From an optimization exercise on the open Yosys and OpenROAD flow, aimed at small area, a short achievable clock period and few clock cycles; shortcuts taken in it are not production practice.
RTL that was checked went through simulation tests only; none was proved equivalent to the original.
The RTL of run 6 was laid out without a check of its function.
Power is estimated from default activity; no workload was simulated.

`design/flow/design.v`:
```
package calc_pkg;
    typedef struct packed {
        logic on;
        logic off;
        logic mem_rc;
        logic mem_sub;
        logic mem_add;
        logic op_percent;
        logic op_sqrt;
        logic op_div;
        logic op_mul;
        logic op_sub;
        logic op_add;
        logic op_eq;
        logic dot;
        logic num_1;
        logic num_2;
        logic num_3;
        logic num_4;
        logic num_5;
        logic num_6;
        logic num_7;
        logic num_8;
        logic num_9;
        logic num_0;
    } buttons_t;
    typedef enum logic [4:0] {
        B_NONE,          
        B_ON,            
        B_OFF,           
        B_MEM_RC,        
        B_MEM_SUB,       
        B_MEM_ADD,       
        B_OP_PERCENT,    
        B_OP_SQRT,       
        B_OP_DIV,        
        B_OP_MUL,        
        B_OP_SUB,        
        B_OP_ADD,        
        B_OP_EQ,         
        B_DOT,           
        B_NUM_1,         
        B_NUM_2,         
        B_NUM_3,         
        B_NUM_4,         
        B_NUM_5,         
        B_NUM_6,         
        B_NUM_7,         
        B_NUM_8,         
        B_NUM_9,         
        B_NUM_0,         
        B_UNKNOWN        
    } active_button_t;
    function automatic logic isNumberButton(active_button_t active_button);
        isNumberButton = ((active_button >= calc_pkg::B_NUM_1) && (active_button <= calc_pkg::B_NUM_0));
    endfunction
    function automatic logic isOpButton(active_button_t active_button);
        isOpButton = ((active_button >= calc_pkg::B_OP_DIV) && (active_button <= calc_pkg::B_OP_ADD));
    endfunction
    function automatic logic isEqButton(active_button_t active_button);
        isEqButton = (active_button == calc_pkg::B_OP_EQ);
    endfunction
    function automatic logic isDotButton(active_button_t active_button);
        isDotButton = (active_button == calc_pkg::B_DOT);
    endfunction
    typedef logic [3:0] bcd_t;
    function automatic logic [6:0] bcd2segments(bcd_t bcd);
        unique case (bcd)
            4'd0: bcd2segments = 7'b1111110;
            4'd1: bcd2segments = 7'b0110000;
            4'd2: bcd2segments = 7'b1101101;
            4'd3: bcd2segments = 7'b1111001;
            4'd4: bcd2segments = 7'b0110011;
            4'd5: bcd2segments = 7'b1011011;
            4'd6: bcd2segments = 7'b1011111;
            4'd7: bcd2segments = 7'b1110000;
            4'd8: bcd2segments = 7'b1111111;
            4'd9: bcd2segments = 7'b1111011;
            default: bcd2segments = 7'bxxxxxxx;
        endcase
    endfunction
    typedef enum logic [1:0] {
        OP_NONE,
        OP_ADD,
        OP_MUL,
        OP_DIV
    } op_t;
    function automatic op_t button2op(active_button_t active_button);
        unique case (active_button)
            calc_pkg::B_OP_DIV: button2op = calc_pkg::OP_DIV;
            calc_pkg::B_OP_MUL: button2op = calc_pkg::OP_MUL;
            calc_pkg::B_OP_SUB: button2op = calc_pkg::OP_ADD;
            calc_pkg::B_OP_ADD: button2op = calc_pkg::OP_ADD;
            default: button2op = calc_pkg::OP_NONE;
        endcase
    endfunction
    function automatic bcd_t button2bcd(active_button_t active_button);
        unique case (active_button)
            calc_pkg::B_NUM_1: button2bcd = 1;
            calc_pkg::B_NUM_2: button2bcd = 2;
            calc_pkg::B_NUM_3: button2bcd = 3;
            calc_pkg::B_NUM_4: button2bcd = 4;
            calc_pkg::B_NUM_5: button2bcd = 5;
            calc_pkg::B_NUM_6: button2bcd = 6;
            calc_pkg::B_NUM_7: button2bcd = 7;
            calc_pkg::B_NUM_8: button2bcd = 8;
            calc_pkg::B_NUM_9: button2bcd = 9;
            calc_pkg::B_NUM_0: button2bcd = 0;
            default: button2bcd = 0;
        endcase
    endfunction
    parameter NumDigits = 8;
    typedef logic unsigned [$clog2(NumDigits)-1:0] exponent_t;
    typedef struct packed {
        logic error;
        logic sign;
        exponent_t exponent;
        bcd_t [NumDigits-1:0] significand;
    } num_t;
    function automatic num_t neg(num_t num);
        neg = num;
        neg.sign = !num.sign;
    endfunction
endpackage
module alu_add (
    input   logic           clk_i,
    input   logic           rst_i,
    input   logic [36:0]    left_i,      
    input   logic [36:0]    right_i,     
    output  logic           in_ready_o,
    input   logic           in_valid_i,
    output  logic [36:0]    result_o,    
    input   logic           out_ready_i,
    output  logic           out_valid_o
);
function automatic logic [3:0] c9(input logic [3:0] y, input logic en);
    c9 = {en ? ~(y[3] | y[2] | y[1]) : y[3], y[2] ^ (en & y[1]), y[1], y[0] ^ en};
endfunction
function automatic logic [3:0] dinc(input logic [3:0] r, input logic c);
    dinc = c ? {(r[3] & ~r[0]) | (r[2] & r[1] & r[0]), r[2] ^ (r[1] & r[0]), (r[1] ^ r[0]) & ~r[3], ~r[0]} : r;
endfunction
logic v1_q, v2_q, en1, en2;
assign en2         = !v2_q || out_ready_i;
assign en1         = !v1_q || en2;
assign in_ready_o  = en1;
assign out_valid_o = v2_q;
logic ld1, ld2;
assign ld1 = en1 && in_valid_i;
assign ld2 = en2 && v1_q;
always_ff @(posedge clk_i) begin
    if (rst_i) begin
        v1_q <= 1'b0;
        v2_q <= 1'b0;
    end else begin
        if (en1) v1_q <= in_valid_i;
        if (en2) v2_q <= v1_q;
    end
end
logic [31:0] sa, sb, xa, yb, xb;
logic [2:0]  ea, eb, er, dab, dba, sha, shb;
logic        ga, gb, a_lt, sub;
assign sa = left_i[31:0];
assign sb = right_i[31:0];
assign ea = left_i[34:32];
assign eb = right_i[34:32];
assign ga = left_i[35];
assign gb = right_i[35];
assign a_lt = (ea < eb);
assign dab  = ea - eb;
assign dba  = eb - ea;
assign sha  = a_lt ? dba : 3'd0;
assign shb  = a_lt ? 3'd0 : dab;
assign er   = a_lt ? eb : ea;
assign sub  = ga ^ gb;
assign xa   = sa >> {sha, 2'b00};
always_comb
    for (int i = 0; i < 8; i++)
        yb[4*i +: 4] = c9(sb[4*i +: 4], sub);
always_comb begin
    logic [31:0] t4, t2;
    logic [3:0]  f;
    f  = {sub, 2'b00, sub};
    t4 = shb[2] ? {{4{f}}, yb[31:16]} : yb;
    t2 = shb[1] ? {{2{f}}, t4[31:8]} : t4;
    xb = shb[0] ? {f, t2[31:4]} : t2;
end
logic [4:0] z  [8];
logic [3:0] xk [8];
logic [3:0] xh [8];
logic [4:0] xc [8];
always_comb begin
    for (int i = 0; i < 8; i++) begin
        xk[i] = xa[4*i +: 4] & xb[4*i +: 4];
        xh[i] = xa[4*i +: 4] ^ xb[4*i +: 4];
        xc[i][0] = 1'b0;
        xc[i][1] = xk[i][0];
        xc[i][2] = xk[i][1] | (xh[i][1] & xk[i][0]);
        xc[i][3] = xk[i][2] | (xh[i][2] & xk[i][1]) | (xh[i][2] & xh[i][1] & xk[i][0]);
        xc[i][4] = xk[i][3] | (xh[i][3] & xk[i][2]) | (xh[i][3] & xh[i][2] & xk[i][1])
                 | (xh[i][3] & xh[i][2] & xh[i][1] & xk[i][0]);
        z[i] = {xc[i][4], xh[i] ^ xc[i][3:0]};
    end
end
logic [4:0] z_q [8];
logic [2:0] er_q;
logic       sub_q, ga_q, gb_q;
always_ff @(posedge clk_i) begin
    if (ld1) begin
        for (int i = 0; i < 8; i++) z_q[i] <= z[i];
        er_q   <= er;
        sub_q  <= sub;
        ga_q   <= ga;
        gb_q   <= gb;
    end
end
logic [3:0] r0 [8];
logic [7:0] g, p;
always_comb begin
    for (int i = 0; i < 8; i++) begin
        g[i] = z_q[i][4] | (z_q[i][3] & (z_q[i][2] | z_q[i][1]));
        p[i] = ~z_q[i][4] & z_q[i][3] & ~z_q[i][2] & ~z_q[i][1] & z_q[i][0];
        r0[i] = g[i] ? {z_q[i][3] ^ (z_q[i][2] | z_q[i][1]), ~(z_q[i][2] ^ z_q[i][1]), ~z_q[i][1], z_q[i][0]}
                     : z_q[i][3:0];
    end
end
logic [8:0] c0, c1;
logic [7:0] gg [4];
logic [7:0] pp [4];
always_comb begin
    gg[0] = g; pp[0] = p;
    for (int l = 0; l < 3; l++) begin
        for (int i = 0; i < 8; i++) begin
            if (i >= (1 << l)) begin
                gg[l+1][i] = gg[l][i] | (pp[l][i] & gg[l][i - (1 << l)]);
                pp[l+1][i] = pp[l][i] & pp[l][i - (1 << l)];
            end else begin
                gg[l+1][i] = gg[l][i];
                pp[l+1][i] = pp[l][i];
            end
        end
    end
    c0[0] = 1'b0;
    c1[0] = 1'b1;
    for (int i = 0; i < 8; i++) begin
        c0[i+1] = gg[3][i];
        c1[i+1] = gg[3][i] | pp[3][i];
    end
end
logic        cy, inc, neg, shr;
logic [31:0] s;
assign cy  = c0[8];
assign inc = sub_q & cy;
assign neg = sub_q & ~cy;
assign shr = ~sub_q & cy;
always_comb
    for (int i = 0; i < 8; i++)
        s[4*i +: 4] = dinc(r0[i], c0[i] | (inc & c1[i]));
logic [7:0]  zd;         
logic [7:0]  lzt;        
logic [8:1]  kt;         
logic [2:0]  k;
logic [31:0] m, h4, h2, h1;
always_comb begin
    for (int i = 0; i < 8; i++) begin
        m[4*i +: 4] = c9(s[4*i +: 4], neg);
        zd[i] = (s[4*i +: 4] == {neg, 2'b00, neg});
    end
    lzt[0] = 1'b1;
    for (int j = 1; j <= 7; j++) begin
        lzt[j] = lzt[j-1] & zd[8-j];
        kt[j] = lzt[j] && (er_q >= 3'(j));
    end
    kt[8] = 1'b0;
    k[2] = kt[4];
    k[1] = kt[6] | (kt[2] & ~kt[4]);
    k[0] = kt[7] | (kt[5] & ~kt[6]) | (kt[3] & ~kt[4]) | (kt[1] & ~kt[2]);
    h4 = k[2] ? {m[15:0], 16'd0} : m;
    h2 = k[1] ? {h4[23:0], 8'd0} : h4;
    h1 = k[0] ? {h2[27:0], 4'd0} : h2;
end
logic [36:0] res;
assign res = shr ? {er_q == 3'd7, ga_q, er_q + 3'd1, 4'd1, s[31:4]}
                 : {1'b0, (neg ? gb_q : ga_q) & ~(&zd), er_q - k, h1};
logic [36:0] r2_q;
always_ff @(posedge clk_i)
    if (ld2) r2_q <= res;
assign result_o = r2_q;
endmodule
```
`design/flow/flow/run.sh`:
```
#!/bin/bash
# Standard ORFS layout, with three changes: adders are left to abc as plain gates (no
# half/full adder cells), ports are buffered by buf_1 cells instead of clkdlybuf4s50_1,
# and timing repair aims at 5.6 ns of setup slack.
set -euo pipefail
bash standard.sh ADDER_MAP_FILE= 'BUFFER_PORTS_ARGS=-buffer_cell sky130_fd_sc_hd__buf_1' SETUP_SLACK_MARGIN=5.6 finish > standard.log 2>&1
```
`design/flow/standard.sh`:
```
#!/bin/bash
# synth_recipe.tcl (not shown) runs the flow's synth.tcl, then flattens the netlist and writes it again
# the make line also repeats each setting of config.mk as NAME=value (left out here)
make -C /OpenROAD-flow-scripts/flow DESIGN_CONFIG=/design/flow/config.mk WORK_HOME=/design/flow/orfs CLKGATE_MAP_FILE= SYNTH_SCRIPT=/design/flow/synth_recipe.tcl "${@:-finish}"
```
`design/flow/config.mk`:
```
export PLATFORM = sky130hd
export DESIGN_NAME = alu_add
export DESIGN_NICKNAME = alu_add
export VERILOG_FILES = /design/flow/design.v
export SDC_FILE = /design/flow/constraint.sdc
export NUM_CORES = 4
export LEC_CHECK = 0
export ABC_AREA = 1
export CAP_MARGIN = 0
export CORE_MARGIN = 2
export CORE_UTILIZATION = 40
export SLEW_MARGIN = 0
```
`design/flow/constraint.sdc`:
```
create_clock -name core_clock -period 10.0 [get_ports {clk_i}]
set_input_delay 2.0000 -clock core_clock [delete_from_list [all_inputs] [get_ports {clk_i}]]
set_output_delay 2.0000 -clock core_clock [all_outputs]
set_load 0.01 [all_outputs]
```
==> results.json, run 1 <==
{
  "wl_per_cell_um": 14.9,
  "fmaxAchievable_ghz": 0.217,
  "cp_cell_sequence": "buf_8 > nor2_4 > inv_4 > nand2_4 > nor2_4 > inv_2 > nand3_2 > nand2_4 > clkinvlp_4 > nor2_4 > buf_6 > buf_6 > buf_6 > nand2_1 > o21ai_2 > nor2_1 > nor3_1 > a31oi_1 > or2_4 > nand2_4 > o31ai_4 > nand2_1 > nand2_2 > maj3_2",
  "min_period_over_period_pct": 46.2,
  "die_w_um": 155,
  "setup_viol": 0,
  "fin_tns_setup_ns": 0,
  "fin_crit_ns": 4.62,
  "stdcell_area_um2": 11600,
  "maxSlewViolCount": 0,
  "synth.avg_cell_area_um2": 6.32,
  "worstPathArrival_ns": 4.72,
  "synthFlopType": "edfxtp_1",
  "synth_fp_nets": 1524,
  "leakagePower_nw": 5.07,
  "synthDistinctLibCells": 59,
  "dr_total_vias": 9821,
  "antenna_found_initial": 0,
  "required_ns": 10.10,
  "critical_path.slowest_cell": "maj3_2",
  "start_kind": "input pin",
  "die_h_um": 155,
  "drive_gt1_share_pct": 18.6,
  "place.gp.congestion": 0.921,
  "p_per_area_nw_per_um2": 223,
  "end_kind": "register",
  "async_reset_ff_share_pct": 0,
  "critPathMaxStageDelay_ns": 0.29,
  "hold_violations": 0,
  "syn-instance-count": 1446,
  "yosys.area_share.xor_xnor_pct": 6.99,
  "synth_top_family_by_area": "simple AND/OR/NAND/NOR gates",
  "insertion_delay_ns": 0.35,
  "core_um2": 22500,
  "synth_top_area_share_pct": 27.3,
  "diodes": 0,
  "syn_area_um2": 9140,
  "worstSetupPathType": "in -> reg",
  "setup_ws_ns": 5.38,
  "synth_edf_count": 83,
  "yosysWarnings": 9,
  "ctsHoldBuffers": 0,
  "floorplan.rows": 55,
  "clockRootBuffer": "clkbuf_16",
  "numPortBuffers": 114,
  "worstMarginPinSlew_ns": 1.15,
  "ys_top_cells_by_area": "edfxtp_1, nand2_1, o21ai_0",
  "synth.top_cells.by_count": "nand2_1, inv_1, o21ai_0",
  "cts.sinks": 85,
  "synth-simple-area-share_pct": 37.5,
  "start_util_pct": 40.6,
  "finalNetCount": 1703,
  "peakVddDrop_uv": 103,
  "synth.mux.area_fraction_pct": 0.219,
  "cts_tree": "built",
  "syn_to_final_growth_pct": 26.8,
  "drt-pass1-iter-count": 8,
  "drt-initial-drc-count": 650,
  "drc": 0,
  "ant_nets": 0,
  "boundaryPins": 117,
  "grt_pass1_wl_mm": 42.2,
  "clk_pin_slew_ns": 0.06,
  "fp.dieArea_um2": 24100,
  "grt_start_max_net_pins": 47,
  "yosysTopAreaCell": "edfxtp_1",
  "maxCapViolCount": 0,
  "synth_fa_ha_area_share_pct": 1.12,
  "dp_hpwl_mm": 20.2,
  "place_area_um2": 9830,
  "grt_pass1_vias": 8311,
  "grtUsageTotal_pct": 21.9,
  "vias_per_cell": 5.13,
  "finalPower_mw": 2.59,
  "htree_levels": 3,
  "ys_seq_elements": 85,
  "synth_most_common_cell": "nand2_1",
  "ys_seq_area_share_pct": 27.7,
  "grt_overflow_total": 0,
  "clockBufferDepth": 2,
  "routed_wl_mm": 28.5,
  "hp-class": "reg -> reg",
  "status": "finished clean",
  "rsz0062_at_grt": "true",
  "cts_buffers": 9,
  "skew_ns": 0.0121,
  "place_ws_ns": 3.96,
  "worstPathMaxFanout": 6,
  "synth_compound_area_share_pct": 16.9,
  "slew_headroom_pct": 23.5
}
## flip-flops by register name, summed over array words and instances (netlist names)
register  flops
gb_q          1
r2_q         37
ga_q          1
er_q          3
sub_q         1
z_q          40
v1_q          1
v2_q          1
## cell usage in the layout, fill, tap and decap left out, types with 10 or more instances in the layout
master and count:
inv_2 18, o21ai_0 98, edfxtp_1 83, nor2_1 118
buf_4 73, nor2_2 15, a21oi_1 34, nand2_1 440
nor2_4 13, nand4_1 18, xnor2_1 31, o21ai_1 34
buf_1 110, clkbuf_16 12, clkinvlp_4 13, nand2_2 29
a31oi_1 10, o211ai_1 26, xor2_1 40, o21ai_2 20
nand3_1 81, buf_6 14, inv_1 142
## stage by stage
| step | std cells | util, % | hold slack, ns |
|---|---|---|---|
| 6_report | 1915 | 51.5 | 0.533 |
| 5_1_grt | 1915 | 51.5 | 0.553 |
| 4_1_cts | 1863 | 47.9 | 0.501 |
| 3_5_place_dp | 1800 | 43.7 | 0.525 |
| 3_3_place_gp | 1800 | 43.7 | 0.515 |
| 2_1_floorplan | 1446 | - | 0.445 |
## cell families (layout without fill, tap and decap cells)
| group | Yosys count | count (layout) |
|---|---|---|
| AND/OR/NAND/NOR | 786 | 790 |
| buffers and inverters | 225 | 405 |
| AO/OA/AOI/OAI | 265 | 265 |
| XOR/XNOR | 73 | 73 |
| adder cells (fa/ha/maj) | 10 | 10 |
| multiplexers | 2 | 2 |
| flip-flops | 85 | 85 |
## timing repair
action,4_1_cts,5_1_grt
setup buffers,41,44
cloned,6,8
endpoints found under the setup margin,76,58
resized for setup,94,110
pin swaps,24,42
## cell type report
cell class                 count  area (um2)
tap                          285         357
sequential                    85        2530
clock buffer                   9         225
timing repair inverter         6        40.0
clock inverter                 7         123
inverter                     173         721
timing repair buffer         210        1350
multi-input combinational   1140        6240
fill                        2255       10900
## worst paths after layout
| check | start | endpoint | slack [ns] | cells after the start |
|---|---|---|---|---|
| setup / recovery | right_i[33] | z_q[2][4]$_DFFE_PP_ | 5.38 | 24 |
| hold / removal | v1_q$_SDFFE_PP0N_ | v1_q$_SDFFE_PP0N_ | 0.53 | 2 |
| setup reg to reg | z_q[3][1]$_DFFE_PP_ | r2_q[34]$_DFFE_PP_ | 5.97 | 27 |
| hold reg to reg | v1_q$_SDFFE_PP0N_ | v1_q$_SDFFE_PP0N_ | 0.53 | 2 |
## routing by layer
metal | routed length [um] | vias to the layer above | GRT usage, %
met5 | 0 | - | 0
met4 | 1610 | 0 | 13.7
met3 | 1120 | 72 | 2.14
met2 | 13700 | 281 | 36.6
met1 | 12100 | 4321 | 27.4
li1 | - | 5147 | -
## where the power goes
group | total [mW] | switching [mW] | internal (mW)
clock network | 0.391 | 0.145 | 0.245
logic | 1.61 | 1.04 | 0.565
registers | 0.586 | 0.0520 | 0.534
total | 2.59 | 1.24 | 1.34
## worst max-delay path: cells and delay by family
kind	cells	cell delay (ns)
adder cells (fa/ha/maj)	1	0.29
buffers and inverters	7	0.66
AND/OR/NAND/NOR	13	1.53
AO/OA/AOI/OAI	3	0.23
Testbench counts, summed over its fixed seeds: cycles 3,216.
==> run 2: changes to the inputs <==
==> design/flow/flow/run.sh (replaced) <==
#!/bin/bash
# Standard ORFS layout, with three changes: adders are left to abc as plain gates (no
# half/full adder cells), ports are buffered by buf_1 cells instead of clkdlybuf4s50_1,
# and timing repair aims at 5.4 ns of setup slack.
set -euo pipefail
bash standard.sh ADDER_MAP_FILE= 'BUFFER_PORTS_ARGS=-buffer_cell sky130_fd_sc_hd__buf_1' SETUP_SLACK_MARGIN=5.4 finish > standard.log 2>&1
==> run 2 against run 1 <==
  * Flip-flop and latch count unchanged
  * Global-route usage increased by 0.15 points
  * Critical endpoint is now z_q[6][4]$_DFFE_PP_
  * Critical path depth decreased by 4
  * Sequential power about the same
  * Synthesized cell count unchanged
  * Sequential share of layout area increased by 1.0 points
  * Cell count decreased by 1.5%
  * Clock power decreased by 13%
  * Setup slack improved by 0.12 ns
==> results.json, run 2 <==
{
  "drt-pass1-iter-count": 5,
  "routed_wl_mm": 27.2,
  "ys_top_cells_by_area": "edfxtp_1, nand2_1, o21ai_0",
  "final_util_pct": 49.2,
  "regMostFlops": "z_q",
  "wl_per_cell_um": 14.4,
  "start_kind": "input pin",
  "worstSetupStartpoint": "right_i[33]",
  "min_period_over_period_pct": 45.0,
  "synth_top_family_by_area": "simple AND/OR/NAND/NOR gates",
  "yosys.area_share.xor_xnor_pct": 6.99,
  "vias_per_cell": 5.10,
  "largestRegisters": "z_q: 40 flops, r2_q: 37 flops, er_q: 3 flops",
  "grt_pass1_wl_mm": 42.5,
  "boundaryPins": 117,
  "grt_overflow_total": 0,
  "drive_gt1_share_pct": 15.6,
  "worstPathMaxFanout": 6,
  "insertion_delay_ns": 0.36,
  "ant_nets": 0,
  "synth.top_cells.by_count": "nand2_1, inv_1, o21ai_0",
  "place_ws_ns": 3.94,
  "largest_reg_flops": 40,
  "antenna_found_initial": 0,
  "worstMarginPinSlew_ns": 1.11,
  "clockBufferDepth": 2,
  "synth.mux.area_fraction_pct": 0.219,
  "synth.avg_cell_area_um2": 6.32,
  "syn_to_final_growth_pct": 21.2,
  "peakVddDrop_uv": 105,
  "fin_tns_setup_ns": 0,
  "htree_levels": 3,
  "critPathMaxStageDelay_ns": 0.32,
  "p_per_area_nw_per_um2": 224,
  "finalPower_mw": 2.48,
  "critPathCapture": "z_q[6][4]$_DFFE_PP_",
  "place_area_um2": 9830,
  "dp_hpwl_mm": 20.3,
  "fmaxAchievable_ghz": 0.222,
  "setup_ws_ns": 5.50,
  "critical_path.slowest_cell": "maj3_2",
  "cts_buffers": 9,
  "path_delay_family": "adder cells",
  "layout.cells.non_filler": 1887,
  "end_kind": "register",
  "clockRootBuffer": "clkbuf_16",
  "yosysWarnings": 9,
  "cts_tree": "built",
  "syn_area_um2": 9140,
  "cp_cell_sequence": "buf_8 > nor2_4 > inv_4 > nand2_4 > nor2_4 > inv_2 > nand3_2 > nand2_4 > clkinvlp_4 > nor2_4 > clkinvlp_4 > o21ai_2 > nor2_2 > nand2_2 > inv_2 > nand2_2 > inv_2 > maj3_2 > maj3_2 > maj3_2",
  "fp.dieArea_um2": 24100,
  "synth_top_area_share_pct": 27.3,
  "synth_most_common_cell": "nand2_1",
  "r2r_start": "z_q[2][1]$_DFFE_PP_",
  "rr_endpoint": "r2_q[8]$_DFFE_PP_",
  "regToRegSetupSlack_ns": 5.76,
  "synthFlopType": "edfxtp_1",
  "dr_total_vias": 9632,
  "cp.depth": 20,
  "setup_viol": 0,
  "floorplan.rows": 55,
  "ys_seq_elements": 85,
  "syn-instance-count": 1446,
  "reg2reg_depth": 18,
  "synth_edf_count": 83,
  "synth_fa_ha_area_share_pct": 1.12,
  "synth_compound_area_share_pct": 16.9,
  "die_w_um": 155,
  "numPortBuffers": 114,
  "dp.cells": 1800,
  "fin_crit_ns": 4.50,
  "clk_pin_slew_ns": 0.06,
  "start_util_pct": 40.6,
  "synthDistinctLibCells": 59,
  "drt-initial-drc-count": 607,
  "core_um2": 22500,
  "ys_seq_area_share_pct": 27.7,
  "hold_violations": 0,
  "stdcell_area_um2": 11100,
  "final_common_cell": "nand2_1",
  "die_h_um": 155,
  "yosysTopAreaCell": "edfxtp_1",
  "worst_hold_slack_ns": 0.528,
  "maxCapViolCount": 0,
  "place.gp.congestion": 0.908,
  "required_ns": 10.10,
  "status": "finished clean",
  "grt_pass1_vias": 8433,
  "maxSlewViolCount": 0,
  "grtUsageTotal_pct": 22.1,
  "drc": 0,
  "cts.sinks": 85,
  "slew_headroom_pct": 25.7,
  "worstSetupPathType": "in -> reg",
  "rsz0062_at_grt": "true",
  "finalNetCount": 1675,
  "synth_fp_nets": 1524,
  "leakagePower_nw": 4.83,
  "worstPathBufferInverterCount": 7,
  "skew_ns": 0.00927,
  "async_reset_ff_share_pct": 0,
  "synth-simple-area-share_pct": 37.5,
  "worstPathArrival_ns": 4.60,
  "grt_start_max_net_pins": 47,
  "diodes": 0,
  "final_cell_mix": "nand2_1, inv_1, nor2_1",
  "hp-class": "reg -> reg"
}
## run 2: cell counts after synthesis
No cell type changed its count.
## run 2: worst min path at each step
stage          cells after the start  slack [ns]                end               from
2_1_floorplan                      2        0.45  v2_q$_SDFFE_PP0P_  v1_q$_SDFFE_PP0N_
3_3_place_gp                       2        0.51  v2_q$_SDFFE_PP0P_  v1_q$_SDFFE_PP0N_
3_5_place_dp                       2        0.52  v1_q$_SDFFE_PP0N_  v1_q$_SDFFE_PP0N_
4_1_cts                            2        0.53  v1_q$_SDFFE_PP0N_  v1_q$_SDFFE_PP0N_
5_1_grt                            2        0.55  v1_q$_SDFFE_PP0N_  v1_q$_SDFFE_PP0N_
6_report                           2        0.53  v1_q$_SDFFE_PP0N_  v1_q$_SDFFE_PP0N_
## run 2: area by class of cell
type | instances | area [um2]
fill | 2346 | 11400
multi-input combinational | 1138 | 6060
sequential | 85 | 2530
timing repair buffer | 184 | 1070
inverter | 173 | 718
tap | 285 | 357
clock buffer | 9 | 225
clock inverter | 7 | 73.8
timing repair inverter | 6 | 40.0
## run 2: logic make-up after synthesis
family,Yosys count
simple gates,786
compound gates,265
flops,85
mux,2
fa+ha+maj,10
buf+inv,225
xor+xnor,73
## run 2: layer usage
metal,share of wire [%],GRT usage (%)
met5,0,0
met4,5.1,9.65
met3,3.6,1.78
met2,48,39.1
met1,44,27.6
## run 2: worst reg2reg max path, cell delays in order, from the launching register on
cell	delay, ns
edfxtp_1	0.46
nor2_4	0.18
nand3_2	0.14
nor2_2	0.20
nand2_1	0.09
nand2_2	0.11
nand2_2	0.10
nand2_4	0.15
nand3_1	0.09
nand2_1	0.20
nand3_1	0.15
xor2_1	0.34
nand2_1	0.11
nor3_1	0.54
nand4_1	0.28
nand3_4	0.22
nand2_4	0.14
inv_2	0.29
a221oi_1	0.17
## run 2: repair_timing
item / in CTS / in global routing
pin swaps: 14 / 41
setup endpoints to repair: 72 / 56
hold buffers: 0 / 0
gates cloned: 8 / 1
setup buffers: 34 / 28
gates resized for setup: 56 / 101
## run 2: report_power, final
group	switching [mW]	internal (mW)
logic	1.02	0.530
clock network	0.148	0.194
registers	0.0527	0.534
total	1.22	1.26
==> run 3: changes to the inputs <==
==> design/flow/flow/run.sh (replaced) <==
#!/bin/bash
# Standard ORFS layout, with three changes: adders are left to abc as plain gates (no
# half/full adder cells), ports are buffered by buf_1 cells instead of clkdlybuf4s50_1,
# and timing repair aims at 5.25 ns of setup slack.
set -euo pipefail
bash standard.sh ADDER_MAP_FILE= 'BUFFER_PORTS_ARGS=-buffer_cell sky130_fd_sc_hd__buf_1' SETUP_SLACK_MARGIN=5.25 finish > standard.log 2>&1
==> run 3 against run 2 <==
  * Flip-flop and latch count unchanged
  * Synthesized cell count is the same
  * Cell count shrank 2.2%
  * Largest power group unchanged
  * Still clean
  * Critical path type unchanged
==> results.json, run 3 <==
{
  "status": "finished clean",
  "fmaxAchievable_ghz": 0.216,
  "setup_viol": 0,
  "hp-class": "reg -> reg",
  "core_um2": 22500,
  "grt_pass1_vias": 8405,
  "synthDistinctLibCells": 59,
  "reg2reg_depth": 26,
  "grt_overflow_total": 0,
  "end_kind": "register",
  "hold_violations": 0,
  "drt-initial-drc-count": 412,
  "ctsHoldBuffers": 0,
  "cts_buffers": 9,
  "hold_start": "v2_q$_SDFFE_PP0P_",
  "r2r_start": "z_q[2][1]$_DFFE_PP_",
  "syn_to_final_growth_pct": 15.8,
  "required_ns": 10.10,
  "cts_tree": "built",
  "fin_crit_ns": 4.63,
  "synthFlopType": "edfxtp_1",
  "drt-pass1-iter-count": 5,
  "fill_cells": 2396,
  "p_per_area_nw_per_um2": 231,
  "wl_per_cell_um": 14.2,
  "dp_hpwl_mm": 20.2,
  "dr_total_vias": 9388,
  "worstPathMaxFanout": 8,
  "floorplan.rows": 55,
  "hold_path_depth": 2,
  "final_common_cell": "nand2_1",
  "critical_path.slowest_cell": "maj3_2",
  "synth_fp_nets": 1524,
  "diodes": 0,
  "ys_top_cells_by_area": "edfxtp_1, nand2_1, o21ai_0",
  "clockBufferDepth": 2,
  "peakVddDrop_uv": 95.3,
  "syn_area_um2": 9140,
  "worstSetupStartpoint": "left_i[33]",
  "stdcell_area_um2": 10600,
  "drc": 0,
  "vias_per_cell": 5.09,
  "worstPathArrival_ns": 4.72,
  "cp_cell_sequence": "buf_1 > inv_2 > nor2_2 > inv_2 > nand2_4 > nor2_4 > inv_2 > nand3_2 > nand2_4 > inv_2 > nor2_4 > buf_12 > buf_6 > or2_2 > o21ai_2 > nor2_2 > nand2_2 > inv_2 > nand2_2 > inv_2 > maj3_2 > maj3_2 > maj3_1",
  "grt_start_max_net_pins": 47,
  "htree_levels": 3,
  "maxCapViolCount": 0,
  "clockRootBuffer": "clkbuf_16",
  "synth_top_area_share_pct": 27.3,
  "grtUsageTotal_pct": 21.7,
  "drive_gt1_share_pct": 10.8,
  "antenna_found_initial": 0,
  "start_kind": "input pin",
  "synth_most_common_cell": "nand2_1",
  "fin_tns_setup_ns": 0,
  "fp.dieArea_um2": 24100,
  "die_h_um": 155,
  "path_delay_family": "adder cells",
  "ys_seq_area_share_pct": 27.7,
  "ys_seq_elements": 85,
  "setup_ws_ns": 5.37,
  "finalNetCount": 1634,
  "place_ws_ns": 4.11,
  "maxSlewViolCount": 0,
  "boundaryPins": 117,
  "die_w_um": 155,
  "place.gp.congestion": 0.933,
  "final_cell_mix": "nand2_1, inv_1, nor2_1",
  "rr_endpoint": "r2_q[34]$_DFFE_PP_",
  "clk_pin_slew_ns": 0.06,
  "yosysTopAreaCell": "edfxtp_1",
  "worstPathBufferInverterCount": 9,
  "async_reset_ff_share_pct": 0,
  "numPortBuffers": 114,
  "largestRegisters": "z_q: 40 flops, r2_q: 37 flops, er_q: 3 flops",
  "leakagePower_nw": 4.63,
  "holdPathEnd": "v2_q$_SDFFE_PP0P_",
  "largest_reg_flops": 40,
  "worstSetupPathType": "in -> reg",
  "critPathMaxStageDelay_ns": 0.33,
  "worstMarginPinSlew_ns": 1.09,
  "cts.sinks": 85,
  "syn-instance-count": 1446,
  "crit_top_cell": "inv_2",
  "slew_headroom_pct": 27.1,
  "yosysWarnings": 9,
  "grt_pass1_wl_mm": 41.9,
  "synth.top_cells.by_count": "nand2_1, inv_1, o21ai_0",
  "start_util_pct": 40.6,
  "rsz0062_at_grt": "true",
  "insertion_delay_ns": 0.35,
  "min_period_over_period_pct": 46.3,
  "routed_wl_mm": 26.2,
  "regMostFlops": "z_q",
  "synth.avg_cell_area_um2": 6.32,
  "synth_edf_count": 83,
  "skew_ns": 0.00991,
  "ant_nets": 0,
  "place_area_um2": 9770,
  "regToRegSetupSlack_ns": 5.72
}
## run 3: repair_timing
action,CTS,global route
gates cloned,7,1
pin swaps,5,8
endpoints found under the hold margin,0,0
setup endpoints to repair,61,46
setup buffers,17,5
resized for setup,30,57
## run 3: power breakdown
part	switching [mW]	leakage (nW)	internal, mW
Clock	0.143	0.156	0.220
Combinational	0.995	3.65	0.495
Sequential	0.0529	0.818	0.534
## run 3: metal layers
| metal | up-vias | part of all wire [%] | track usage, % | wire length, um |
|---|---|---|---|---|
| met2 | 243 | 48 | 37.7 | 12500 |
| met1 | 4096 | 44 | 27.4 | 11600 |
| met3 | 56 | 3.4 | 1.50 | 880 |
| met4 | 0 | 4.6 | 10.2 | 1190 |
| li1 | 4993 | - | - | - |
| met5 | - | 0 | 0 | 0 |
## run 3: per-stage QoR
step	hold slack [ns]	power (mW)	std cells	util, %
floorplan	0.445	1.67	1446	-
global placement	0.516	2.00	1800	43.4
detailed placement	0.522	2.02	1800	43.4
CTS	0.533	2.42	1840	46.1
global route	0.564	2.66	1846	47.0
finish	0.532	2.44	1846	47.0
## run 3: layout make-up
| cell class | count | area, um2 | area share [%] |
|---|---|---|---|
| Multi-Input combinational cell | 1137 | 5900 | 55.7 |
| Sequential cell | 85 | 2530 | 23.9 |
| Timing Repair Buffer | 145 | 758 | 7.16 |
| Inverter | 173 | 684 | 6.47 |
| Tap cell | 285 | 357 | 3.37 |
| Clock buffer | 9 | 225 | 2.13 |
| Clock inverter | 7 | 98.8 | 0.934 |
| Timing Repair inverter | 5 | 30.0 | 0.284 |
## run 3: cells by family after synthesis
logic type	synth area share, %
and+or+nand+nor	37.5
muxes	0.219
xor gates and xnor gates	6.99
DFF	27.7
AOI/OAI and AO/OA	16.9
buffers and inverters	9.59
adders and majority gates	1.12
## run 3: worst max-delay path by stage
stage / to / slack [ns] / depth (start not counted)
finish: z_q[6][4]$_DFFE_PP_ / 5.37 / 23
global route: z_q[4][4]$_DFFE_PP_ / 5.20 / 16
CTS: z_q[2][4]$_DFFE_PP_ / 5.25 / 22
detailed placement: z_q[0][3]$_DFFE_PP_ / 4.11 / 18
global placement: z_q[0][3]$_DFFE_PP_ / 4.13 / 18
floorplan: z_q[1][3]$_DFFE_PP_ / 5.28 / 20
## run 3: tightest hold or removal path: cells and delay by family (launching register included)
kind	cells	cell delay, ns
AOI/OAI and AO/OA	1	0.05
DFF	1	0.35
and+or+nand+nor	1	0.08
==> run 4: changes to the inputs <==
--- a/design/flow/config.mk
+++ b/design/flow/config.mk
@@ -10,3 +10,4 @@
 export CORE_MARGIN = 2
 export CORE_UTILIZATION = 40
+export CTS_BUF_LIST = sky130_fd_sc_hd__clkbuf_8
 export SLEW_MARGIN = 0
==> run 4 against run 3 <==
  * Setup slack got worse by 0.0030 ns
  * Non-clock buffer count increased by 7
  * Still clean
  * Sequential power about the same
  * Largest cell class unchanged
  * Via count increased by 0.42%
  * Combinational power about the same
  * Clock power decreased by 25%
  * Register-to-register slack about the same
==> results.json, run 4 <==
{
  "place.gp.congestion": 0.933,
  "grt_pass1_wl_mm": 41.3,
  "maxCapViolCount": 0,
  "syn_to_final_growth_pct": 14.7,
  "drive_gt1_share_pct": 10.8,
  "rsz0062_at_grt": "true",
  "ys_top_cells_by_area": "edfxtp_1, nand2_1, o21ai_0",
  "fin_crit_ns": 4.63,
  "largestRegisters": "z_q: 40 flops, r2_q: 37 flops, er_q: 3 flops",
  "yosysTopAreaCell": "edfxtp_1",
  "vias_per_cell": 5.08,
  "drt-pass1-iter-count": 5,
  "synth_edf_count": 83,
  "die_w_um": 155,
  "dr_total_vias": 9427,
  "core_um2": 22500,
  "setup_viol": 0,
  "ys_seq_area_share_pct": 27.7,
  "final_cell_mix": "nand2_1, inv_1, nor2_1, o21ai_0, buf_1",
  "place_area_um2": 9770,
  "clockBufferDepth": 2,
  "synthFlopType": "edfxtp_1",
  "end_kind": "register",
  "clockRootBuffer": "clkbuf_8",
  "htree_levels": 3,
  "syn-instance-count": 1446,
  "cts_buffers": 9,
  "clk_pin_slew_ns": 0.08,
  "ys_seq_elements": 85,
  "final_common_cell": "nand2_1",
  "worstPathArrival_ns": 4.75,
  "largest_reg_flops": 40,
  "wl_per_cell_um": 14.0,
  "syn_area_um2": 9140,
  "worstSetupPathType": "in -> reg",
  "slew_headroom_pct": 27.7,
  "p_per_area_nw_per_um2": 224,
  "boundaryPins": 117,
  "worstSetupStartpoint": "left_i[33]",
  "start_kind": "input pin",
  "regMostFlops": "z_q",
  "async_reset_ff_share_pct": 0,
  "yosysWarnings": 9,
  "skew_ns": 0.0185,
  "status": "finished clean",
  "fmaxAchievable_ghz": 0.216,
  "min_period_over_period_pct": 46.3,
  "synth_fp_nets": 1524,
  "finalNetCount": 1642,
  "worstMarginPinSlew_ns": 1.08,
  "cts.sinks": 85,
  "leakagePower_nw": 4.59,
  "synth_most_common_cell": "nand2_1",
  "start_util_pct": 40.6,
  "drc": 0,
  "routed_wl_mm": 26.0,
  "dp_hpwl_mm": 20.2,
  "hold_violations": 0,
  "diodes": 0,
  "drt-initial-drc-count": 443,
  "synth_top_area_share_pct": 27.3,
  "cts_tree": "built",
  "fin_tns_setup_ns": 0,
  "grt_pass1_vias": 8313,
  "stdcell_area_um2": 10500,
  "floorplan.rows": 55,
  "grt_overflow_total": 0,
  "hp-class": "reg -> reg",
  "antenna_found_initial": 0,
  "synthDistinctLibCells": 59,
  "ant_nets": 0,
  "peakVddDrop_uv": 76.7,
  "maxSlewViolCount": 0,
  "synth.avg_cell_area_um2": 6.32,
  "hold_start": "v2_q$_SDFFE_PP0P_",
  "grt_start_max_net_pins": 47,
  "insertion_delay_ns": 0.38,
  "fp.dieArea_um2": 24100,
  "required_ns": 10.12,
  "grtUsageTotal_pct": 21.4,
  "r2r_start": "z_q[2][1]$_DFFE_PP_",
  "die_h_um": 155,
  "numPortBuffers": 114,
  "synth.top_cells.by_count": "nand2_1, inv_1, o21ai_0",
  "worstPathMaxFanout": 9
}
==> run 4: cell counts after synthesis <==
No cell type changed its count.
==> run 4: path summary, 6_finish.rpt <==
path | end | cells after the start | slack (ns)
max | z_q[6][4]$_DFFE_PP_ | 23 | 5.37
min | v2_q$_SDFFE_PP0P_ | 2 | 0.54
max reg2reg | r2_q[34]$_DFFE_PP_ | 26 | 5.72
min reg2reg | v2_q$_SDFFE_PP0P_ | 2 | 0.54
==> run 4: layout make-up <==
cell class	instances	area (um2)
fillers	2415	12000
multi-input cells	1137	5870
flip-flops and latches	85	2530
repair buffers	152	781
inverters	173	684
well taps	285	357
clock buffers	9	124
clock inverters	7	98.8
repair inverters	6	35.0
==> run 4: critical path, cell delays in order <==
cell and delay [ns]:
buf_1 0.08, inv_2 0.06, nor2_1 0.04, inv_2 0.09, nand2_4 0.07, nor2_4 0.12
inv_2 0.06, nand3_2 0.08, nand2_4 0.07, inv_2 0.07, nor2_4 0.04, buf_12 0.15
buf_6 0.14, or2_2 0.28, o21ai_2 0.08, nor2_2 0.06, nand2_1 0.13, inv_2 0.06
nand2_2 0.08, inv_2 0.04, maj3_2 0.31, maj3_2 0.33, maj3_1 0.32
==> run 4: metrics by stage <==
step	utilization (%)	setup WS, ns	power [mW]	hold WS, ns	instances
2_1_floorplan	-	5.28	1.67	0.445	1446
3_3_place_gp	43.4	4.13	2.00	0.516	1800
3_5_place_dp	43.4	4.11	2.02	0.522	1800
4_1_cts	45.5	5.25	2.32	0.537	1834
5_1_grt	46.6	5.20	2.57	0.568	1854
6_report	46.6	5.37	2.34	0.535	1854
==> run 4: timing repair <==
item                                    CTS  global route
gates resized for setup                  31            41
pin swaps                                 3             7
setup buffers                            11            19
endpoints found under the setup margin   58            47
hold buffers                              0             0
cloned                                    7             1
==> run 4: cells by family after synthesis <==
kind of cell    count (synthesis)  synth area share [%]
compound gates                265                  16.9
buf+inv                       225                  9.59
xor+xnor                       73                  6.99
simple gates                  786                  37.5
flops                          85                  27.7
mux                             2                 0.219
fa+ha+maj                      10                  1.12
==> run 4: report_power, final <==
part / total, mW / switching (mW) / internal, mW / leakage, nW
logic: 1.48 / 0.990 / 0.495 / 3.67
clock network: 0.274 / 0.132 / 0.142 / 0.110
registers: 0.586 / 0.0522 / 0.534 / 0.818
total: 2.34 / 1.17 / 1.17 / 4.59
==> run 4: per-layer routing <==
| metal | up-vias | part of all wire, % | routed length [um] | GRT usage (%) |
|---|---|---|---|---|
| met1 | 4128 | 44 | 11500 | 27.1 |
| met3 | 57 | 3.5 | 916 | 1.64 |
| met2 | 238 | 48 | 12300 | 36.8 |
| met5 | - | 0 | 0 | 0 |
| li1 | 5004 | - | - | - |
| met4 | 0 | 4.6 | 1190 | 10.6 |
==> run 5: changes to the inputs <==
==> design/flow/flow/run.sh (replaced) <==
#!/bin/bash
# Standard ORFS layout, with three changes: adders are left to abc as plain gates (no
# half/full adder cells), ports are buffered by buf_1 cells instead of clkdlybuf4s50_1,
# and timing repair aims at 5.1 ns of setup slack.
set -euo pipefail
bash standard.sh ADDER_MAP_FILE= 'BUFFER_PORTS_ARGS=-buffer_cell sky130_fd_sc_hd__buf_1' SETUP_SLACK_MARGIN=5.1 finish > standard.log 2>&1
==> run 5 against run 4 <==
  * Still clean on timing, DRC and antenna
  * Register-to-register slack got worse by 0.02 ns
  * Flip-flop and latch count stayed put
  * Utilization is 0.75 points lower
  * Clock-buffer cell count did not move
  * Cell count down 0.65%
  * Critical path type unchanged
  * Critical endpoint unchanged
  * Largest cell class unchanged
  * Largest power group unchanged
==> results.json, run 5 <==
{
  "drt-pass1-iter-count": 5,
  "core_um2": 22500,
  "htree_levels": 3,
  "insertion_delay_ns": 0.38,
  "final_common_cell": "nand2_1",
  "ys_seq_area_share_pct": 27.7,
  "ctsHoldBuffers": 0,
  "synth.top_cells.by_count": "nand2_1, inv_1, o21ai_0",
  "regToRegSetupSlack_ns": 5.70,
  "die_w_um": 155,
  "sw_frac_of_total_pct": 50.2,
  "die_h_um": 155,
  "drt-initial-drc-count": 486,
  "yosysWarnings": 9,
  "vias_per_cell": 5.05,
  "largestRegisters": "z_q: 40 flops, r2_q: 37 flops, er_q: 3 flops",
  "numPortBuffers": 114,
  "boundaryPins": 117,
  "fin_crit_ns": 4.75,
  "min_period_over_period_pct": 47.5,
  "async_reset_ff_share_pct": 0,
  "cts.sinks": 85,
  "synthDistinctLibCells": 59,
  "fp.dieArea_um2": 24100,
  "drive_gt1_share_pct": 9.38,
  "fin_tns_setup_ns": 0,
  "grt_overflow_total": 0,
  "worstPathMaxFanout": 19,
  "worstMarginPinSlew_ns": 1.09,
  "finalNetCount": 1630,
  "stdcell_area_um2": 10300,
  "final_cell_mix": "nand2_1, inv_1, o21ai_0",
  "synthFlopType": "edfxtp_1",
  "clk_pin_slew_ns": 0.09,
  "largest_reg_flops": 40,
  "power_frac_comb_pct": 63.1,
  "seqPwrFrac_pct": 25.1,
  "fill_cells": 2423,
  "synth_edf_count": 83,
  "r2r_start": "z_q[2][1]$_DFFE_PP_",
  "routed_wl_mm": 25.6,
  "maxCapViolCount": 0,
  "rsz0062_at_grt": "true",
  "cts_buffers": 9,
  "ys_seq_elements": 85,
  "hold_path_depth": 2,
  "leakagePower_nw": 4.51,
  "wl_per_cell_um": 13.9,
  "grt_pass1_wl_mm": 41.2,
  "rr_endpoint": "r2_q[11]$_DFFE_PP_",
  "p_int_mw": 1.16,
  "setup_viol": 0,
  "peakVddDrop_uv": 92.1,
  "place.gp.congestion": 0.929,
  "dr_total_vias": 9302,
  "grt_start_max_net_pins": 47,
  "p_per_area_nw_per_um2": 226,
  "worstSetupPathType": "in -> reg",
  "end_kind": "register",
  "start_util_pct": 40.6,
  "status": "finished clean",
  "grtUsageTotal_pct": 21.1,
  "yosysTopAreaCell": "edfxtp_1",
  "synth_top_area_share_pct": 27.3,
  "place_area_um2": 9770,
  "dp_hpwl_mm": 20.2,
  "diodes": 0,
  "syn-instance-count": 1446,
  "ys_top_cells_by_area": "edfxtp_1, nand2_1, o21ai_0",
  "ant_nets": 0,
  "floorplan.rows": 55,
  "syn_to_final_growth_pct": 12.8,
  "hp-class": "reg -> reg",
  "syn_area_um2": 9140,
  "clockRootBuffer": "clkbuf_8",
  "synth_fp_nets": 1524,
  "required_ns": 10.11,
  "hold_violations": 0,
  "start_kind": "input pin",
  "slew_headroom_pct": 27.5,
  "fmaxAchievable_ghz": 0.210,
  "reg2reg_depth": 24,
  "skew_ns": 0.0135,
  "drc": 0,
  "worstSetupStartpoint": "right_i[33]",
  "worstPathArrival_ns": 4.87,
  "antenna_found_initial": 0,
  "clkPwrFrac_pct": 11.7,
  "regMostFlops": "z_q",
  "cts_tree": "built",
  "maxSlewViolCount": 0,
  "grt_pass1_vias": 8330,
  "p_sw_mw": 1.17,
  "clockBufferDepth": 2,
  "synth.avg_cell_area_um2": 6.32,
  "holdPathEnd": "v2_q$_SDFFE_PP0P_",
  "synth_most_common_cell": "nand2_1",
  "hold_start": "v2_q$_SDFFE_PP0P_"
}
-- run 5: cell count changes in the layout (fill, tap and decap cells not counted), moves of 3 or more --
cell and change:
inv_1 +3, o21ai_2 -3, buf_6 +3, o21ai_1 -3, o21ai_0 +6, buf_4 -10
-- run 5: worst max-delay path by stage --
| stage | to | slack [ns] | depth (start not counted) |
|---|---|---|---|
| 4_1_cts | z_q[6][4]$_DFFE_PP_ | 5.00 | 21 |
| 3_3_place_gp | z_q[0][3]$_DFFE_PP_ | 4.14 | 18 |
| 2_1_floorplan | z_q[6][4]$_DFFE_PP_ | 5.24 | 19 |
| 5_1_grt | z_q[6][4]$_DFFE_PP_ | 5.00 | 21 |
| 6_report | z_q[6][4]$_DFFE_PP_ | 5.25 | 21 |
| 3_5_place_dp | z_q[0][3]$_DFFE_PP_ | 4.08 | 18 |
-- run 5: power groups by stage --
stage          sequential [mW]  combinational, mW  clock (mW)
2_1_floorplan            0.598               1.07           0
3_3_place_gp             0.592               1.41           0
3_5_place_dp             0.593               1.43           0
4_1_cts                  0.585               1.44       0.281
5_1_grt                  0.597               1.67       0.294
6_report                 0.586               1.47       0.273
-- run 5: per-stage QoR --
stage	instances	hold slack, ns	power, mW	utilization [%]	worst slack (ns)
finish	1842	0.540	2.33	45.8	5.25
global route	1842	0.561	2.56	45.8	5.00
CTS	1828	0.543	2.30	44.9	5.00
detailed placement	1801	0.527	2.02	43.4	4.08
global placement	1801	0.515	2.00	43.4	4.14
floorplan	1446	0.445	1.67	-	5.24
-- run 5: worst max-delay path, stage by stage --
cell	delay, ns
buf_1	0.09
nor2_1	0.13
inv_2	0.06
nand2_2	0.11
nor2_4	0.06
inv_2	0.06
nand3_1	0.10
nand2_4	0.13
inv_1	0.09
nor2_4	0.15
buf_12	0.17
clkinvlp_4	0.16
o21ai_2	0.17
nor2_1	0.07
nand2_1	0.13
inv_2	0.05
nand2_1	0.10
inv_2	0.04
maj3_2	0.31
maj3_2	0.32
maj3_1	0.33
-- run 5: cell families after synthesis --
logic type	synth area share, %
buf+inv	9.59
mux	0.219
xor+xnor	6.99
compound gates	16.9
flops	27.7
fa+ha+maj	1.12
simple gates	37.5
-- run 5: layer usage --
| layer | GRT usage (%) | share of wire (%) | vias up |
|---|---|---|---|
| li1 | - | - | 4975 |
| met1 | 26.8 | 46 | 4053 |
| met2 | 37.1 | 47 | 228 |
| met3 | 1.67 | 3.3 | 46 |
| met4 | 8.26 | 3.8 | 0 |
| met5 | 0 | 0 | - |
-- run 5: what timing repair did --
action	4_1_cts	5_1_grt
setup buffers	6	12
pin swaps	0	1
resized for setup	11	36
setup endpoints to repair	37	43
cloned	5	2
hold endpoints to repair	0	0
-- run 5: final cells by class --
type,instances,area (um2),area share [%]
multi-input combinational,1136,5820,56.4
sequential,85,2530,24.6
timing repair buffer,142,681,6.60
inverter,173,676,6.55
tap,285,357,3.46
clock buffer,9,124,1.20
clock inverter,7,100,0.970
timing repair inverter,5,27.5,0.267
==> run 6: changes to the inputs <==
--- a/design/flow/design.v
+++ b/design/flow/design.v
@@ -140,24 +140,24 @@
     dinc = c ? {(r[3] & ~r[0]) | (r[2] & r[1] & r[0]), r[2] ^ (r[1] & r[0]), (r[1] ^ r[0]) & ~r[3], ~r[0]} : r;
 endfunction
-logic v1_q, v2_q, en1, en2;
-assign en2         = !v2_q || out_ready_i;
+logic v1_q, v2_q, v3_q, en1, en2, en3;
+assign en3         = !v3_q || out_ready_i;
+assign en2         = !v2_q || en3;
 assign en1         = !v1_q || en2;
 assign in_ready_o  = en1;
-assign out_valid_o = v2_q;
-logic ld1, ld2;
-assign ld1 = en1 && in_valid_i;
-assign ld2 = en2 && v1_q;
+assign out_valid_o = v3_q;
 always_ff @(posedge clk_i) begin
     if (rst_i) begin
         v1_q <= 1'b0;
         v2_q <= 1'b0;
+        v3_q <= 1'b0;
     end else begin
         if (en1) v1_q <= in_valid_i;
         if (en2) v2_q <= v1_q;
-    end
-end
-logic [31:0] sa, sb, xa, yb, xb;
+        if (en3) v3_q <= v2_q;
+    end
+end
+logic [31:0] sa, sb, xa, xb;
 logic [2:0]  ea, eb, er, dab, dba, sha, shb;
-logic        ga, gb, a_lt, sub;
+logic        ga, gb, a_lt;
 assign sa = left_i[31:0];
 assign sb = right_i[31:0];
@@ -172,25 +172,30 @@
 assign shb  = a_lt ? 3'd0 : dab;
 assign er   = a_lt ? eb : ea;
-assign sub  = ga ^ gb;
 assign xa   = sa >> {sha, 2'b00};
-always_comb
-    for (int i = 0; i < 8; i++)
-        yb[4*i +: 4] = c9(sb[4*i +: 4], sub);
-always_comb begin
-    logic [31:0] t4, t2;
-    logic [3:0]  f;
-    f  = {sub, 2'b00, sub};
-    t4 = shb[2] ? {{4{f}}, yb[31:16]} : yb;
-    t2 = shb[1] ? {{2{f}}, t4[31:8]} : t4;
-    xb = shb[0] ? {f, t2[31:4]} : t2;
-end
+assign xb   = sb >> {shb, 2'b00};
+logic [31:0] xa_q, xb_q;
+logic [2:0]  er1_q;
+logic        ga1_q, gb1_q;
+always_ff @(posedge clk_i) begin
+    if (en1) begin
+        xa_q  <= xa;
+        xb_q  <= xb;
+        er1_q <= er;
+        ga1_q <= ga;
+        gb1_q <= gb;
+    end
+end
+logic       sub;
 logic [4:0] z  [8];
 logic [3:0] xk [8];
 logic [3:0] xh [8];
 logic [4:0] xc [8];
+logic [3:0] r0 [8];
+logic [7:0] g, p;
+assign sub = ga1_q ^ gb1_q;
 always_comb begin
     for (int i = 0; i < 8; i++) begin
-        xk[i] = xa[4*i +: 4] & xb[4*i +: 4];
-        xh[i] = xa[4*i +: 4] ^ xb[4*i +: 4];
+        xk[i] = xa_q[4*i +: 4] & c9(xb_q[4*i +: 4], sub);
+        xh[i] = xa_q[4*i +: 4] ^ c9(xb_q[4*i +: 4], sub);
         xc[i][0] = 1'b0;
         xc[i][1] = xk[i][0];
@@ -200,26 +205,7 @@
                  | (xh[i][3] & xh[i][2] & xh[i][1] & xk[i][0]);
         z[i] = {xc[i][4], xh[i] ^ xc[i][3:0]};
-    end
-end
-logic [4:0] z_q [8];
-logic [2:0] er_q;
-logic       sub_q, ga_q, gb_q;
-always_ff @(posedge clk_i) begin
-    if (ld1) begin
-        for (int i = 0; i < 8; i++) z_q[i] <= z[i];
-        er_q   <= er;
-        sub_q  <= sub;
-        ga_q   <= ga;
-        gb_q   <= gb;
-    end
-end
-logic [3:0] r0 [8];
-logic [7:0] g, p;
-always_comb begin
-    for (int i = 0; i < 8; i++) begin
-        g[i] = z_q[i][4] | (z_q[i][3] & (z_q[i][2] | z_q[i][1]));
-        p[i] = ~z_q[i][4] & z_q[i][3] & ~z_q[i][2] & ~z_q[i][1] & z_q[i][0];
-        r0[i] = g[i] ? {z_q[i][3] ^ (z_q[i][2] | z_q[i][1]), ~(z_q[i][2] ^ z_q[i][1]), ~z_q[i][1], z_q[i][0]}
-                     : z_q[i][3:0];
+        g[i] = z[i][4] | (z[i][3] & (z[i][2] | z[i][1]));
+        p[i] = ~z[i][4] & z[i][3] & ~z[i][2] & ~z[i][1] & z[i][0];
+        r0[i] = g[i] ? {z[i][3] ^ (z[i][2] | z[i][1]), ~(z[i][2] ^ z[i][1]), ~z[i][1], z[i][0]} : z[i][3:0];
     end
 end
@@ -247,27 +233,41 @@
     end
 end
-logic        cy, inc, neg, shr;
+logic        cy, inc;
 logic [31:0] s;
 assign cy  = c0[8];
-assign inc = sub_q & cy;
-assign neg = sub_q & ~cy;
-assign shr = ~sub_q & cy;
+assign inc = sub & cy;
 always_comb
     for (int i = 0; i < 8; i++)
         s[4*i +: 4] = dinc(r0[i], c0[i] | (inc & c1[i]));
+logic [31:0] s_q;
+logic [2:0]  er2_q;
+logic        sub_q, cy_q, ga2_q, gb2_q;
+always_ff @(posedge clk_i) begin
+    if (en2) begin
+        s_q   <= s;
+        er2_q <= er1_q;
+        sub_q <= sub;
+        cy_q  <= cy;
+        ga2_q <= ga1_q;
+        gb2_q <= gb1_q;
+    end
+end
+logic        neg, shr;
 logic [7:0]  zd;         
 logic [7:0]  lzt;        
 logic [8:1]  kt;         
 logic [2:0]  k;
-logic [31:0] m, h4, h2, h1;
+logic [31:0] h4, h2, h1, m;
+logic [3:0]  fill;
+assign neg  = sub_q & ~cy_q;
+assign shr  = ~sub_q & cy_q;
+assign fill = {neg, 2'b00, neg};
 always_comb begin
-    for (int i = 0; i < 8; i++) begin
-        m[4*i +: 4] = c9(s[4*i +: 4], neg);
-        zd[i] = (s[4*i +: 4] == {neg, 2'b00, neg});
-    end
+    for (int i = 0; i < 8; i++)
+        zd[i] = (s_q[4*i +: 4] == fill);
     lzt[0] = 1'b1;
     for (int j = 1; j <= 7; j++) begin
         lzt[j] = lzt[j-1] & zd[8-j];
-        kt[j] = lzt[j] && (er_q >= 3'(j));
+        kt[j] = lzt[j] && (er2_q >= 3'(j));
     end
     kt[8] = 1'b0;
@@ -275,14 +275,16 @@
     k[1] = kt[6] | (kt[2] & ~kt[4]);
     k[0] = kt[7] | (kt[5] & ~kt[6]) | (kt[3] & ~kt[4]) | (kt[1] & ~kt[2]);
-    h4 = k[2] ? {m[15:0], 16'd0} : m;
-    h2 = k[1] ? {h4[23:0], 8'd0} : h4;
-    h1 = k[0] ? {h2[27:0], 4'd0} : h2;
+    h4 = k[2] ? {s_q[15:0], {4{fill}}} : s_q;
+    h2 = k[1] ? {h4[23:0], {2{fill}}} : h4;
+    h1 = k[0] ? {h2[27:0], fill} : h2;
+    for (int i = 0; i < 8; i++)
+        m[4*i +: 4] = c9(h1[4*i +: 4], neg);
 end
 logic [36:0] res;
-assign res = shr ? {er_q == 3'd7, ga_q, er_q + 3'd1, 4'd1, s[31:4]}
-                 : {1'b0, (neg ? gb_q : ga_q) & ~(&zd), er_q - k, h1};
-logic [36:0] r2_q;
+assign res = shr ? {er2_q == 3'd7, ga2_q, er2_q + 3'd1, 4'd1, s_q[31:4]}
+                 : {1'b0, (neg ? gb2_q : ga2_q) & ~(&zd), er2_q - k, m};
+logic [36:0] r3_q;
 always_ff @(posedge clk_i)
-    if (ld2) r2_q <= res;
-assign result_o = r2_q;
+    if (en3) r3_q <= res;
+assign result_o = r3_q;
 endmodule
==> design/flow/flow/run.sh (replaced) <==
#!/bin/bash
# Standard ORFS layout, with ports buffered by buf_1 cells instead of clkdlybuf4s50_1.
set -euo pipefail
bash standard.sh 'BUFFER_PORTS_ARGS=-buffer_cell sky130_fd_sc_hd__buf_1' finish > standard.log 2>&1
--- a/design/flow/config.mk
+++ b/design/flow/config.mk
@@ -7,7 +7,7 @@
 export LEC_CHECK = 0
 export ABC_AREA = 1
-export CAP_MARGIN = 0
+export CAP_MARGIN = 20
 export CORE_MARGIN = 2
 export CORE_UTILIZATION = 40
-export CTS_BUF_LIST = sky130_fd_sc_hd__clkbuf_8
-export SLEW_MARGIN = 0
+export SETUP_SLACK_MARGIN = 5
+export SLEW_MARGIN = 20
==> run 6 against run 5 <==
  * Final area grew 29%
  * Largest cell class unchanged
  * Highest routed layer unchanged
  * Total power grew 92%
  * Clock power grew to 2.5 times the previous value
  * Via count grew 12%
  * Largest power group unchanged
  * Critical path depth shrank 15
==> results.json, run 6 <==
{
  "status": "finished clean",
  "largest_reg_flops": 37,
  "ys_seq_area_share_pct": 37.4,
  "reg2reg_depth": 20,
  "synth_edf_count": 145,
  "boundaryPins": 117,
  "drt-pass1-iter-count": 7,
  "syn_area_um2": 11800,
  "synth_top_area_share_pct": 36.9,
  "synthDistinctLibCells": 45,
  "ys_seq_elements": 148,
  "drc": 0,
  "async_reset_ff_share_pct": 0,
  "setup_viol": 0,
  "diodes": 0,
  "drt-initial-drc-count": 627,
  "slew_headroom_pct": 43.3,
  "cts_tree": "built",
  "syn_to_final_growth_pct": 12.8,
  "synthFlopType": "edfxtp_1",
  "start_util_pct": 40.9,
  "die_w_um": 176,
  "required_ns": 8.00,
  "hold_start": "er1_q[1]$_DFFE_PP_",
  "cts.sinks": 148,
  "floorplan.rows": 62,
  "hold_violations": 0,
  "start_kind": "input pin",
  "wl_per_cell_um": 15.1,
  "antenna_found_initial": 0,
  "rr_endpoint": "s_q[29]$_DFFE_PP_",
  "clockBufferDepth": 2,
  "syn-instance-count": 1592,
  "grt_overflow_total": 0,
  "dp.cells": 2041,
  "grt_pass1_vias": 9643,
  "dp_hpwl_mm": 23.3,
  "peakVddDrop_uv": 135,
  "synth.avg_cell_area_um2": 7.42,
  "grtUsageTotal_pct": 20.6,
  "worstPathMaxFanout": 20,
  "ys_top_cells_by_area": "edfxtp_1, nand2_1, ha_1",
  "fin_crit_ns": 4.92,
  "synth_most_common_cell": "nand2_1",
  "routed_wl_mm": 31.3,
  "core_um2": 28900,
  "final_cell_mix": "nand2_1, inv_1, o21ai_0",
  "skew_ns": 0.00996,
  "cts_buffers": 17,
  "finalPower_mw": 4.47,
  "worstPathArrival_ns": 2.92,
  "fp.dieArea_um2": 30900,
  "maxSlewViolCount": 0,
  "synth_fp_nets": 1744,
  "min_period_over_period_pct": 49.2,
  "leakagePower_nw": 6.26,
  "grt_start_max_net_pins": 42,
  "ant_nets": 0,
  "drive_gt1_share_pct": 5.96,
  "setup_ws_ns": 5.08,
  "final_common_cell": "nand2_1",
  "fmaxAchievable_ghz": 0.203,
  "maxCapViolCount": 0,
  "vias_per_cell": 5.02,
  "hp-class": "reg -> reg",
  "clk_pin_slew_ns": 0.06,
  "worstSetupPathType": "in -> out",
  "numPortBuffers": 114,
  "place_ws_ns": 4.02,
  "yosysTopAreaCell": "edfxtp_1",
  "finalNetCount": 1834,
  "place.gp.congestion": 0.890,
  "hold_path_depth": 0,
  "grt_pass1_wl_mm": 50.2,
  "clockRootBuffer": "clkbuf_16",
  "p_per_area_nw_per_um2": 336,
  "regMostFlops": "r3_q",
  "htree_levels": 4,
  "fin_tns_setup_ns": 0,
  "end_kind": "output port",
  "worstMarginPinSlew_ns": 0.849,
  "insertion_delay_ns": 0.42,
  "dr_total_vias": 10400,
  "rsz0062_at_grt": "false",
  "synth.top_cells.by_count": "nand2_1, inv_1, o21ai_0",
  "yosysWarnings": 8,
  "r2r_start": "gb1_q$_DFFE_PP_",
  "layout.cells.non_filler": 2079,
  "holdPathEnd": "er2_q[1]$_DFFE_PP_",
  "regToRegSetupSlack_ns": 5.42,
  "die_h_um": 176
}
run 6: cell types whose count changed in the layout (fill, tap and decap cells not counted), moves of 12 or more:
cell       before  now
o211ai_1       26   14
xor2_1         40   18
mux2i_1         2   33
nand3_1        88  121
inv_1         147  204
clkbuf_16       1   17
ha_1            0   63
nor2_1        128  104
nand2_1       462  492
inv_2          18    4
edfxtp_1       83  145
o21ai_0       133  150
run 6: critical path, cell delays in order:
cell and delay [ns]:
buf_1 0.08, inv_2 0.09, nand2_8 0.13, nor2_4 0.23, nand2_8 0.16, buf_2 0.22
run 6: worst max-delay path by stage:
stage | start | endpoint | slack, ns | cells past startpoint
6_report | out_ready_i | in_ready_o | 5.08 | 6
5_1_grt | out_ready_i | in_ready_o | 5.00 | 6
4_1_cts | out_ready_i | in_ready_o | 5.05 | 6
3_5_place_dp | right_i[33] | xa_q[2]$_DFFE_PP_ | 4.02 | 12
3_3_place_gp | right_i[33] | xa_q[11]$_DFFE_PP_ | 4.06 | 12
2_1_floorplan | out_ready_i | in_ready_o | 5.12 | 4
run 6: final cells by class:
| class | instances | area [um2] |
|---|---|---|
| well taps | 384 | 480 |
| repair buffers | 126 | 523 |
| clock buffers | 19 | 433 |
| clock inverters | 13 | 198 |
| flip-flops and latches | 148 | 4410 |
| multi-input cells | 1179 | 6480 |
| inverters | 210 | 792 |
| fillers | 2947 | 15500 |
run 6: logic make-up after synthesis:
family                     share of synthesized area [%]
and+or+nand+nor                                     28.3
DFF                                                 37.4
adders and majority gates                           8.54
AOI/OAI and AO/OA                                   10.7
buffers and inverters                               8.87
muxes                                               3.08
xor gates and xnor gates                            3.12
run 6: stage by stage:
stage | hold slack (ns) | util (%) | cell area, um2
after floorplan | 0.400 | - | 11800
after global placement | 0.410 | 43.6 | 12600
after detailed placement | 0.405 | 43.6 | 12600
after CTS | 0.417 | 46.0 | 13300
after global routing | 0.444 | 46.1 | 13300
final | 0.416 | 46.1 | 13300
run 6: report_power, final:
| part | switching, mW | total, mW | internal [mW] |
|---|---|---|---|
| Combinational | 1.66 | 2.57 | 0.911 |
| Sequential | 0.167 | 1.21 | 1.04 |
| Clock | 0.268 | 0.691 | 0.423 |
run 6: layer usage:
metal  vias to the layer above  global-route usage [%]  part of all wire [%]
li1                       5424                       -                     -
met1                      4691                    25.5                    44
met2                       283                    36.9                    49
met3                        46                    2.77                   4.2
met4                         0                    7.16                   2.8
met5                         -                       0                     0
run 6: timing repair:
item | in CTS | in global routing
setup buffers | 3 | 0
gates resized for setup | 8 | 6
gates cloned | 3 | 0
pin swaps | 3 | 0
hold buffers | 0 | 0
endpoints found under the setup margin | 42 | 40

-- afterwards: timing with drivers on the ports --
No port has a modelled driver above. Below, the same layouts with a new extraction and two added sets of constraints. Step 1 (the two cells are an assumption about what drives the block):
set clk [get_ports {clk_i}]
set_driving_cell -lib_cell sky130_fd_sc_hd__clkbuf_16 $clk
set_driving_cell -lib_cell sky130_fd_sc_hd__buf_2 [delete_from_list [all_inputs] $clk]
Step 2 also shifts input and output timing later by t, the mid clock arrival at the registers, as if the neighbouring blocks saw the same clock. Slacks: ideal / step 1 / step 2; pairs: ideal / step 1.
run | t (ns) | setup slack, ns | worst data-port slew with drivers (ns)
run 1 | 0.393 | 5.382 / 5.379 / 4.986 | 0.05
run 2 | 0.395 | 5.502 / 5.490 / 5.096 | 0.05
run 3 | 0.391 | 5.371 / 5.393 / 5.002 | 0.03
run 4 | 0.413 | 5.368 / 5.387 / 4.973 | 0.03
run 5 | 0.407 | 5.247 / 5.261 / 4.853 | 0.03
run 6 | 0.467 | 5.076 / 5.055 / 5.055 | 0.04
After both steps every run listed still meets setup and hold. The setup slack of run 2, which loses most, moves by -0.012 ns with the drivers and by -0.406 ns with both steps.
